Background: an optimization exercise with open tools, aiming at small area, a short achievable clock period and few clock cycles per item. Do not read the settings as production practice.
Function was checked by simulation only, so behaviour that the tests miss may differ from the original.

Design SVD, start of the top module:
module SVD (
    clk,
    rst,
    we,
    oe,
    data_i,
    element_sel,
    ready,
    data_o_UV,
    data_o_S
);
For scale: ~3100 cells after synthesis, ~200 flip-flops, roughly 25000 um^2 of cells after synthesis.
clock: 8.0 ns
lec_check: 0
cap_margin: 20
core_margin: 2
core_utilization: 40
setup_slack_margin: 3.4
slew_margin: 20
tns_end_percent: 10
run.sh (not shown) runs the stock make flow with config.mk's settings and CLKGATE_MAP_FILE= SYNTH_SCRIPT=/design/flow/synth_recipe.tcl, a recipe that flattens the netlist after the stock synthesis.
Testbench counts at the start, summed over its fixed seeds: cycles 7,680, items 192.
Then changed:
--- a/flow/config.mk
+++ b/flow/config.mk
@@ -9,5 +9,4 @@
 export CORE_MARGIN = 2
 export CORE_UTILIZATION = 40
-export SETUP_SLACK_MARGIN = 3.4
+export SETUP_SLACK_MARGIN = 3.6
 export SLEW_MARGIN = 20
-export TNS_END_PERCENT = 10
After rerunning: Routed wire length is higher by 4.3%; fmax came out higher by 4.3%; register-to-register slack gets better by 0.10 ns; die area does not change; core utilization goes up by 2.2 points; sequential cell count is unchanged.
Then changed:
--- a/flow/config.mk
+++ b/flow/config.mk
@@ -9,4 +9,4 @@
 export CORE_MARGIN = 2
 export CORE_UTILIZATION = 40
-export SETUP_SLACK_MARGIN = 3.6
+export SETUP_SLACK_MARGIN = 3.3
 export SLEW_MARGIN = 20
Register-to-register slack degrades by 0.13 ns; core utilization falls by 2.4 points; critical path depth came out higher by 2; hold slack stays flat; sequential share of layout area goes up by 0.73 points; wire length drops by 3.3%; setup slack is worse by 0.15 ns; flip-flop and latch count does not change; die area stays the same; design area goes down by about 5%.

* * *

== job 3240 ==
SVD again, from the RTL that the note above started with.
==> flow/design.v (excerpt) <==
module SVD (
    clk,
    rst,
    we,
    oe,
    data_i,
    element_sel,
    ready,
    data_o_UV,
    data_o_S
);
export LEC_CHECK = 0
export CAP_MARGIN = 20
export CORE_MARGIN = 2
export CORE_UTILIZATION = 50
export SETUP_SLACK_MARGIN = 3.2
export SLEW_MARGIN = 20
create_clock -name core_clock -period 8.0 [get_ports {clk}]
Testbench counts of job 3240, summed over its fixed seeds: cycles 7,680, items 192.
Relative to job 3240, the following input files were edited for job 7523:
Settings: changing CORE_UTILIZATION from 50 to 40; setting PLACE_DENSITY to 0.75 for the first time.
--- outcome ---
- Worst hold margin in job 7523 is 5.9 ps higher than in job 3240
- Lower final area goes to job 7523 over job 3240.
- Of job 7523 and job 3240, the higher global-route met1 utilization belongs to job 3240.
- Clock skew in job 7523 is 26 ps below job 3240.
[inputs] job 5306 vs job 7523
Settings: a deleted PLACE_DENSITY that had been 0.75; a change of SETUP_SLACK_MARGIN from 3.2 to 3.1.
[summary]
In summary, job 5306 completed successfully, with a layout that passed the timing, DRC and antenna checks. Diff job 7523 and job 5306: detailed-route wire length on metal 1 lower in job 7523. For job 7523, the category of the most critical setup path was flip-flop to flip-flop, unlike job 5306, where it was flip-flop to output port. Job 7523 -> job 5306: placer congestion estimate decreased slightly. Between job 7523 and job 5306, the difference in placed instance area is negligible. Taking job 5306 over job 7523, the buffer count excluding the clock tree in the final layout ratio works out to 0.919. Job 5306 against job 7523: share of the core filled with cells in the final layout roughly the same; final non-filler cell area roughly the same; clock buffer count lower. Reported for job 7523 and job 5306, non-clock inverter count in the final layout turned out identical to the last digit.
diff inputs: job 5306 => job 1101
Settings: SLEW_MARGIN now 0, was 20; SETUP_SLACK_MARGIN now 3.2, was 3.1; CAP_MARGIN now 0, was 20.
[summary]
- Job 5306 → job 1101: relative area of non-clock buffer cells in the final design +0.58 points; utilization moved up; global-route wire length before repair now larger.
- On minimum period implied by the final worst setup slack, job 5306 loses to job 1101.
- Delta(global-route usage, job 1101 - job 5306) > 0

==> afterwards: timing with drivers on the ports <==
No port has a modelled driver above. Below, the same layouts with a new extraction and two added sets of constraints. Step 1, drivers: a clkbuf_16 drives clk and a buf_2 each remaining input, both assumed. Step 2 moves the port delays by t, midway between the first and last clock arrival at a register: inputs arrive t later, outputs are due t later. That takes back most of the time a late clock gives input paths. Three values: ideal ports, drivers, drivers and shift; two values: the first two.
| run | t, ns | setup slack, ns | hold WS [ns] | worst setup path after step 2 | worst slew at a driven data input, ns |
|---|---|---|---|---|---|
| the first run of note 1 | 0.628 | 3.231 / 3.168 / 3.100 | 0.427 / 0.427 / 0.427 | input to register | 0.05 |
| the second run of note 1 | 0.625 | 3.427 / 3.366 / 3.123 | 0.422 / 0.422 / 0.422 | input to register | 0.06 |
| the third run of note 1 | 0.625 | 3.280 / 3.225 / 3.050 | 0.424 / 0.424 / 0.424 | input to register | 0.05 |
| job 3240 | 0.621 | 3.233 / 3.171 / 2.962 | 0.424 / 0.424 / 0.424 | input to register | 0.04 |
| job 7523 | 0.611 | 3.187 / 3.187 / 2.732 | 0.430 / 0.430 / 0.430 | input to register | 0.06 |
| job 5306 | 0.603 | 3.176 / 3.118 / 2.895 | 0.426 / 0.426 / 0.426 | input to register | 0.04 |
| job 1101 | 0.620 | 3.244 / 3.180 / 2.884 | 0.425 / 0.425 / 0.425 | input to register | 0.03 |
After both steps every run listed still meets setup and hold. The setup slack of job 7523, which loses most, moves by 0.000 ns with the drivers and by -0.455 ns with both steps.
